Source: an optimization exercise on an open RTL-to-GDS flow (aim: small area, a short achievable clock period and few clock cycles per item). Production flows keep margins and buffers that such runs may drop.
Where RTL was checked, it was by simulation tests only, not by an equivalence proof against the original.
Power figures rest on the tool's default switching activity, not on a simulated workload.

Setup of nickel:
==> flow/design.v <==
module counter (
	input clk, rst,
	output reg [7:0] step
);
	always @(posedge clk) begin
		if (rst)
			step <= 8'b0000_0001;
		else
			step <= {step[6:0], step[7]};
	end
endmodule
module rotator
(
	input [16:0] x, y,
	input [15:0] angle,
	input neg_dir,
	input [7:0] step,
	output [16:0] xp, yp,
	output [15:0] angle_p,
	output y_is_zero
);
	wire signed [16:0] y_signed = y;
	reg [16:0] x_shifted, y_shifted;
	reg [15:0] t;
	wire y_neg = y[16];
	wire y_pos = ~y[16];
	integer i;
	reg signed [16:0] y_sh;
	localparam [127:0] T = {16'h0051, 16'h00a3, 16'h0146, 16'h028b,
	                        16'h0511, 16'h09fb, 16'h12e4, 16'h2000};
	always @(*) begin
		x_shifted = 17'd0;
		y_shifted = 17'd0;
		t = 16'd0;
		for (i = 0; i < 8; i = i + 1) begin
			x_shifted = x_shifted | ((x >> i) & {17{step[i]}});
			y_sh = y_signed >>> i;
			y_shifted = y_shifted | (y_sh & {17{step[i]}});
			t = t | (T[16*i +: 16] & {16{step[i]}});
		end
	end
	assign xp = x + (y_shifted ^ {17{y_neg}}) + y_neg;
	assign yp = y + (x_shifted ^ {17{y_pos}}) + y_pos;
	wire sub = y_neg ^ neg_dir;
	assign angle_p = angle + (t ^ {16{sub}}) + sub;
	assign y_is_zero = ~|y;
endmodule
module cordic_mod(
	input clk, rst,
	input signed [15:0] inp_x, inp_y,
	output [15:0] arctan,
	output reg valid
);
	reg [16:0] x, y;
	reg [15:0] angle;
	reg neg_dir;	 
	reg stop;	 
	wire is_x_negative = inp_x[15];
	wire is_y_negative = inp_y[15];
	wire is_x_zero = ~|inp_x;
	wire is_y_zero = ~|inp_y;
	wire [16:0] abs_x = is_x_negative ? -{inp_x[15], inp_x} : {1'b0, inp_x};
	wire [16:0] abs_y = is_y_negative ? -{inp_y[15], inp_y} : {1'b0, inp_y};
	reg [15:0] start_angle;
	always @(*) begin
		if (is_x_zero)
			start_angle = {is_y_negative, {15{~is_y_negative}}};
		else if (is_y_zero)
			start_angle = 16'h0000;
		else case ({is_x_negative, is_y_negative})
			2'b00: start_angle = 16'h0000;
			2'b01: start_angle = 16'h0000;
			2'b10: start_angle = 16'h7fff;
			2'b11: start_angle = 16'h8001;
		endcase
	end
	wire [7:0] step;
	counter cntr(clk, rst, step);
	wire [16:0] xp, yp;
	wire [15:0] angle_p;
	wire y_is_zero;
	rotator rttr(x, y, angle, neg_dir, step, xp, yp, angle_p, y_is_zero);
	wire step_en = ~valid & ~stop & ~y_is_zero;
	always @(posedge clk) begin
		if (rst) begin
			x <= abs_x;
			y <= abs_y;
			angle <= start_angle;
			neg_dir <= is_x_negative ^ is_y_negative;
			stop <= is_x_zero;
		end
		else begin
			x <= xp;
			y <= yp;
			if (step_en)
				angle <= angle_p;
			stop <= stop | y_is_zero;
		end
	end
	always @(posedge clk) begin
		if (rst)
			valid <= 1'b0;
		else if (step[7])
			valid <= 1'b1;
	end
	assign arctan = angle;
endmodule
==> flow/config.mk <==
export PLATFORM = sky130hd
export DESIGN_NAME = cordic_mod
export DESIGN_NICKNAME = cordic_mod
export VERILOG_FILES = /design/flow/design.v
export SDC_FILE = /design/flow/constraint.sdc
export NUM_CORES = 4
export LEC_CHECK = 0
export CAP_MARGIN = 20
export CORE_MARGIN = 2
export CORE_UTILIZATION = 40
export CTS_BUF_LIST = sky130_fd_sc_hd__clkbuf_4 sky130_fd_sc_hd__clkbuf_8
export CTS_CLUSTER_DIAMETER = 100
export CTS_CLUSTER_SIZE = 32
export SETUP_SLACK_MARGIN = 4.5
export SLEW_MARGIN = 20
==> flow/constraint.sdc <==
create_clock -name core_clock -period 8.0 [get_ports {clk}]
set_input_delay 1.6000 -clock core_clock [delete_from_list [all_inputs] [get_ports {clk}]]
set_output_delay 1.6000 -clock core_clock [all_outputs]
set_load 0.01 [all_outputs]
standard.sh (not shown) runs the stock make flow with config.mk's settings and CLKGATE_MAP_FILE= SYNTH_SCRIPT=/design/flow/synth_recipe.tcl, a recipe that flattens the netlist after the stock synthesis.
==> flow/flow/run.sh <==
#!/bin/bash
# The standard layout, except that the port buffers are the smallest buffer
# (buf_1) instead of the flow's default
# pick. Synthesis is the standard one, unchanged.
set -euo pipefail
bash standard.sh synth > synth.log 2>&1
bash standard.sh BUFFER_PORTS_ARGS="-buffer_cell sky130_fd_sc_hd__buf_1" finish > layout.log 2>&1
nickel reached the end of the flow, and the finished layout is clean on the timing, design-rule and antenna checks.
Testbench counts of nickel, summed over its fixed seeds: cycles 108,000, items 12,000.
The following lists how cedar was set up differently from nickel:
==> flow/design.v, changed modules only <==
module rotator
(
	input [16:0] x, y,
	input y_pos,	 
	input [15:0] angle,
	input neg_dir,
	input [7:0] step,
	output [16:0] xp, yp,
	output [15:0] angle_p,
	output y_is_zero
);
	wire signed [16:0] y_signed = y;
	reg [16:0] x_shifted, y_shifted;
	reg [15:0] t;
	wire y_neg = y[16];
	integer i;
	reg signed [16:0] y_sh;
	localparam [127:0] T = {16'h0051, 16'h00a3, 16'h0146, 16'h028b,
	                        16'h0511, 16'h09fb, 16'h12e4, 16'h2000};
	always @(*) begin
		x_shifted = 17'd0;
		y_shifted = 17'd0;
		t = 16'd0;
		for (i = 0; i < 8; i = i + 1) begin
			x_shifted = x_shifted | ((x >> i) & {17{step[i]}});
			y_sh = y_signed >>> i;
			y_shifted = y_shifted | (y_sh & {17{step[i]}});
			t = t | (T[16*i +: 16] & {16{step[i]}});
		end
	end
	assign xp = x + (y_shifted ^ {17{y_neg}}) + y_neg;
	assign yp = y + (x_shifted ^ {17{y_pos}}) + y_pos;
	wire sub = ~(y_pos ^ neg_dir);
	assign angle_p = angle + (t ^ {16{sub}}) + sub;
	assign y_is_zero = ~|y;
endmodule
module cordic_mod(
	input clk, rst,
	input signed [15:0] inp_x, inp_y,
	output [15:0] arctan,
	output reg valid
);
	reg [16:0] x, y;
	reg y_pos;	 
	reg [15:0] angle;
	reg neg_dir;	 
	reg stop;	 
	wire is_x_negative = inp_x[15];
	wire is_y_negative = inp_y[15];
	wire is_x_zero = ~|inp_x;
	wire is_y_zero = ~|inp_y;
	wire [16:0] abs_x = is_x_negative ? -{inp_x[15], inp_x} : {1'b0, inp_x};
	wire [16:0] abs_y = is_y_negative ? -{inp_y[15], inp_y} : {1'b0, inp_y};
	reg [15:0] start_angle;
	always @(*) begin
		if (is_x_zero)
			start_angle = {is_y_negative, {15{~is_y_negative}}};
		else if (is_y_zero)
			start_angle = 16'h0000;
		else case ({is_x_negative, is_y_negative})
			2'b00: start_angle = 16'h0000;
			2'b01: start_angle = 16'h0000;
			2'b10: start_angle = 16'h7fff;
			2'b11: start_angle = 16'h8001;
		endcase
	end
	wire [7:0] step;
	counter cntr(clk, rst, step);
	wire [16:0] xp, yp;
	wire [15:0] angle_p;
	wire y_is_zero;
	rotator rttr(x, y, y_pos, angle, neg_dir, step, xp, yp, angle_p, y_is_zero);
	wire step_en = ~valid & ~stop & ~y_is_zero;
	always @(posedge clk) begin
		if (rst) begin
			x <= abs_x;
			y <= abs_y;
			y_pos <= 1'b1;
			angle <= start_angle;
			neg_dir <= is_x_negative ^ is_y_negative;
			stop <= is_x_zero;
		end
		else begin
			x <= xp;
			y <= yp;
			y_pos <= ~yp[16];
			if (step_en)
				angle <= angle_p;
			stop <= stop | y_is_zero;
		end
	end
	always @(posedge clk) begin
		if (rst)
			valid <= 1'b0;
		else if (step[7])
			valid <= 1'b1;
	end
	assign arctan = angle;
endmodule
--- outcome ---
- In the tables for nickel and cedar, count of clock-buffer cells in the layout reads lower with cedar.
- | final-layout non-clock buffer area share | cedar vs nickel | 2.8 points higher |
- cedar ended up with a higher count of buffer and inverter cells on the critical path than nickel did.
- Power consumption delta for cedar relative to nickel: 0.53% lower
- cedar finished every step from synthesis to the final layout, and the layout passed the timing, design-rule and antenna checks.
- cedar vs nickel: power density of the placed cells down
Function not checked in cedar: the RTL went through the layout flow alone.

---

Setup of the reference run:
Starts from the design.v that is shown in full above.
clock: 8.0 ns
lec_check: 0
cap_margin: 20
core_margin: 2
core_utilization: 40
setup_slack_margin: 4.5
slew_margin: 20
run.sh (not shown) runs the stock make flow with config.mk's settings and CLKGATE_MAP_FILE= SYNTH_SCRIPT=/design/flow/synth_recipe.tcl, a recipe that flattens the netlist after the stock synthesis.
Stock flow here: none of the scripts above is used.
Testbench counts of the reference run, summed over its fixed seeds: cycles 108,000, items 12,000.
--- input diff the reference run..the trial run ---
diff --git a/flow/design.v b/flow/design.v
--- a/flow/design.v
+++ b/flow/design.v
@@ -18,5 +18,5 @@
 	output [16:0] xp, yp,
 	output [15:0] angle_p,
-	output y_is_zero
+	output yp_is_zero
 );
 	wire signed [16:0] y_signed = y;
@@ -44,5 +44,5 @@
 	wire sub = y_neg ^ neg_dir;
 	assign angle_p = angle + (t ^ {16{sub}}) + sub;
-	assign y_is_zero = ~|y;
+	assign yp_is_zero = ~|yp;
 endmodule
 module cordic_mod(
@@ -56,4 +56,5 @@
 	reg neg_dir;	 
 	reg stop;	 
+	reg y_is_zero;	 
 	wire is_x_negative = inp_x[15];
 	wire is_y_negative = inp_y[15];
@@ -79,6 +80,6 @@
 	wire [16:0] xp, yp;
 	wire [15:0] angle_p;
-	wire y_is_zero;
-	rotator rttr(x, y, angle, neg_dir, step, xp, yp, angle_p, y_is_zero);
+	wire yp_is_zero;
+	rotator rttr(x, y, angle, neg_dir, step, xp, yp, angle_p, yp_is_zero);
 	wire step_en = ~valid & ~stop & ~y_is_zero;
 	always @(posedge clk) begin
@@ -89,4 +90,5 @@
 			neg_dir <= is_x_negative ^ is_y_negative;
 			stop <= is_x_zero;
+			y_is_zero <= is_y_zero;
 		end
 		else begin
@@ -96,4 +98,5 @@
 				angle <= angle_p;
 			stop <= stop | y_is_zero;
+			y_is_zero <= yp_is_zero;
 		end
 	end
==> run notes <==
The reference run -> the trial run: total number of tap cells delta 0, exact match. The trial run reports its endpoint of the worst setup timing path as angle[9]$_DFFE_PP_ while the reference run reports angle[15]$_DFFE_PP_. The reference run → the trial run: via count up 31; xor/xnor share of the synthesized area up 0.60 points. Compared with the reference run, number of signal-net inverters in the final layout in the trial run increased by a little under 10%. The trial run vs the reference run: clock tree buffer count of the final layout up in the trial run. A critical path launch point of inp_x[4] is what the reference run shows, while inp_y[3] belongs to the trial run.
For the trial run, only the layout was checked, not whether the RTL still works.

---

## run M
// cordic_mod: RTL as listed in full above, without the edits since
==> flow/config.mk <==
export PLATFORM = sky130hd
export DESIGN_NAME = cordic_mod
export DESIGN_NICKNAME = cordic_mod
export VERILOG_FILES = /design/flow/design.v
export SDC_FILE = /design/flow/constraint.sdc
export NUM_CORES = 4
export LEC_CHECK = 0
export CAP_MARGIN = 20
export CORE_MARGIN = 2
export CORE_UTILIZATION = 40
export SETUP_SLACK_MARGIN = 5
export SLEW_MARGIN = 20
==> flow/constraint.sdc <==
create_clock -name core_clock -period 8.0 [get_ports {clk}]
set_input_delay 1.6000 -clock core_clock [delete_from_list [all_inputs] [get_ports {clk}]]
set_output_delay 1.6000 -clock core_clock [all_outputs]
set_load 0.01 [all_outputs]
Testbench counts of run M, summed over its fixed seeds: cycles 108,000, items 12,000.
> inputs changed (run M -> run P)
==> flow/design.v, changed modules only <==
module cordic_mod(
	input clk, rst,
	input signed [15:0] inp_x, inp_y,
	output reg [15:0] arctan,
	output reg valid
);
	reg [16:0] x, y;
	reg [15:0] angle;
	reg neg_dir;	 
	reg stop;	 
	reg done;	 
	wire is_x_negative = inp_x[15];
	wire is_y_negative = inp_y[15];
	wire is_x_zero = ~|inp_x;
	wire is_y_zero = ~|inp_y;
	wire [16:0] abs_x = is_x_negative ? -{inp_x[15], inp_x} : {1'b0, inp_x};
	wire [16:0] abs_y = is_y_negative ? -{inp_y[15], inp_y} : {1'b0, inp_y};
	reg [15:0] start_angle;
	always @(*) begin
		if (is_x_zero)
			start_angle = {is_y_negative, {15{~is_y_negative}}};
		else if (is_y_zero)
			start_angle = 16'h0000;
		else case ({is_x_negative, is_y_negative})
			2'b00: start_angle = 16'h0000;
			2'b01: start_angle = 16'h0000;
			2'b10: start_angle = 16'h7fff;
			2'b11: start_angle = 16'h8001;
		endcase
	end
	wire [7:0] step;
	counter cntr(clk, rst, step);
	wire [16:0] xp, yp;
	wire [15:0] angle_p;
	wire y_is_zero;
	rotator rttr(x, y, angle, neg_dir, step, xp, yp, angle_p, y_is_zero);
	wire step_en = ~valid & ~stop & ~y_is_zero;
	wire last_en = valid & ~done & ~stop & ~y_is_zero;
	always @(posedge clk) begin
		if (rst) begin
			x <= abs_x;
			y <= abs_y;
			angle <= start_angle;
			neg_dir <= is_x_negative ^ is_y_negative;
			stop <= is_x_zero;
		end
		else begin
			x <= xp;
			y <= yp;
			if (step_en | last_en)
				angle <= angle_p;
			stop <= stop | y_is_zero;
		end
	end
	always @(posedge clk) begin
		if (rst) begin
			valid <= 1'b0;
			done <= 1'b0;
		end
		else begin
			if (step[6])
				valid <= 1'b1;
			done <= valid;
		end
	end
	wire last_sub = y[16] ^ neg_dir;
	wire [7:0] lo_add = {1'b0, angle[6:0]} + 8'h51;	 
	wire [7:0] lo_sub = {1'b0, angle[6:0]} - 8'h51;	 
	wire [8:0] hi_inc = angle[15:7] + 9'd1;
	wire [8:0] hi_dec = angle[15:7] - 9'd1;
	always @(*) begin
		if (!last_en)
			arctan = angle;
		else if (last_sub)
			arctan = {lo_sub[7] ? hi_dec : angle[15:7], lo_sub[6:0]};
		else
			arctan = {lo_add[7] ? hi_inc : angle[15:7], lo_add[6:0]};
	end
endmodule
### Flow results
- In run P relative to run M, power dissipated by switching net loads had gone up by more than a quarter.
- Run M -> run P: post-route total power increased by more than a quarter
- Wire length reported by the detailed router delta for run P relative to run M: 8300 um higher
- Looking at required time of the worst setup path, run P sits 1670 ps below run M.
- Per the comparison of run P with run M, worst hold slack picked up an extra 65 ps, flip-flop and latch count after synthesis now larger, die span in y climbed 3.5%.
- In the reports for run P and run M, the larger sequential share of cell area belongs to run M.
Only the layout flow was run in run P; the RTL was not checked for function there.

---

== AL ==
Starts from the design.v that is shown in full above.
Settings: LEC_CHECK=0, CAP_MARGIN=20, CORE_MARGIN=2, CORE_UTILIZATION=40, CTS_BUF_LIST=sky130_fd_sc_hd__clkbuf_4 sky130_fd_sc_hd__clkbuf_8, CTS_CLUSTER_DIAMETER=100, CTS_CLUSTER_SIZE=32, SETUP_SLACK_MARGIN=4.5, SLEW_MARGIN=20; clock period 8.0 ns.
Testbench counts of AL, summed over its fixed seeds: cycles 108,000, items 12,000.
Input-level comparison between JK and AL:
-- flow/design.v --
<<< AL, line 49
	input clk, rst,
	input signed [15:0] inp_x, inp_y,
	output [15:0] arctan,
	output reg valid
);
>>> JK, line 49
	input clk, rst,
	input signed [15:0] inp_x, inp_y,
	output reg [15:0] arctan,
	output reg valid
);
<<< AL, line 56
	reg neg_dir;	 
	reg stop;	 
	wire is_x_negative = inp_x[15];
	wire is_y_negative = inp_y[15];
>>> JK, line 56
	reg neg_dir;	 
	reg stop;	 
	reg done;	 
	wire is_x_negative = inp_x[15];
	wire is_y_negative = inp_y[15];
<<< AL, line 82
	rotator rttr(x, y, angle, neg_dir, step, xp, yp, angle_p, y_is_zero);
	wire step_en = ~valid & ~stop & ~y_is_zero;
	always @(posedge clk) begin
		if (rst) begin
>>> JK, line 83
	rotator rttr(x, y, angle, neg_dir, step, xp, yp, angle_p, y_is_zero);
	wire step_en = ~valid & ~stop & ~y_is_zero;
	wire last_en = valid & ~done & ~stop & ~y_is_zero;
	always @(posedge clk) begin
		if (rst) begin
<<< AL, line 93
			x <= xp;
			y <= yp;
			if (step_en)
				angle <= angle_p;
			stop <= stop | y_is_zero;
>>> JK, line 95
			x <= xp;
			y <= yp;
			if (step_en | last_en)
				angle <= angle_p;
			stop <= stop | y_is_zero;
<<< AL, line 99
	end
	always @(posedge clk) begin
		if (rst)
			valid <= 1'b0;
		else if (step[7])
			valid <= 1'b1;
	end
	assign arctan = angle;
endmodule
>>> JK, line 101
	end
	always @(posedge clk) begin
		if (rst) begin
			valid <= 1'b0;
			done <= 1'b0;
		end
		else begin
			if (step[6])
				valid <= 1'b1;
			done <= valid;
		end
	end
	wire last_sub = y[16] ^ neg_dir;
	wire [7:0] lo_add = {1'b0, angle[6:0]} + 8'h51;	 
	wire [7:0] lo_sub = {1'b0, angle[6:0]} - 8'h51;	 
	wire [8:0] hi_inc = angle[15:7] + 9'd1;
	wire [8:0] hi_dec = angle[15:7] - 9'd1;
	always @(*) begin
		if (!last_en)
			arctan = angle;
		else if (last_sub)
			arctan = {lo_sub[7] ? hi_dec : angle[15:7], lo_sub[6:0]};
		else
			arctan = {lo_add[7] ? hi_inc : angle[15:7], lo_add[6:0]};
	end
endmodule
## What came out
JK against AL: area fraction of clock buffers and clock inverters has decreased; sequential cell count has increased.
The higher shortest clock period the worst path allows after layout of JK and AL is in JK.
Compared with AL, the detailed router inserted more vias in JK.
Compare JK and AL | cell row count lower: AL
JK consumes more power than AL does.
Summary — maximum fanout along the worst path, JK relative to AL: lower, by 1.
Only the layout flow was run in JK; the RTL was not checked for function there.

## static timing again, ports no longer ideal
In the flow no input, the clock included, has a driving cell. The finished layouts below were timed again as built, in two steps.
Step 1 assumes that a clkbuf_16 drives the clock port and a buf_2 every other input.
Step 2 times the ports against the registers' clock, not the clock port: input delays grow and output delays shrink by t, the midpoint of the rising clock arrivals with the driver on.
Slacks: ideal ports / drivers / drivers and shift; pairs: ideal ports / drivers.
run | t, ns | setup slack, ns | slew at the worst register clock pin (ns)
nickel | 0.402 | 4.612 / 4.612 / 4.281 | 0.07 / 0.07
cedar | 0.398 | 4.310 / 4.324 / 3.926 | 0.07 / 0.07
the reference run | 0.385 | 4.611 / 4.628 / 4.243 | 0.06 / 0.06
the trial run | 0.373 | 4.027 / 4.026 / 3.653 | 0.06 / 0.06
run M | 0.378 | 4.734 / 4.734 / 4.475 | 0.06 / 0.06
run P | 0.390 | 3.987 / 3.942 / 4.009 | 0.06 / 0.06
AL | 0.405 | 4.585 / 4.594 / 4.188 | 0.08 / 0.08
JK | 0.410 | 3.993 / 3.961 / 4.181 | 0.08 / 0.08
After both steps setup and hold are still met in every run listed. The setup slack of AL, which loses most, moves by +0.009 ns with the drivers and by -0.397 ns with both steps.
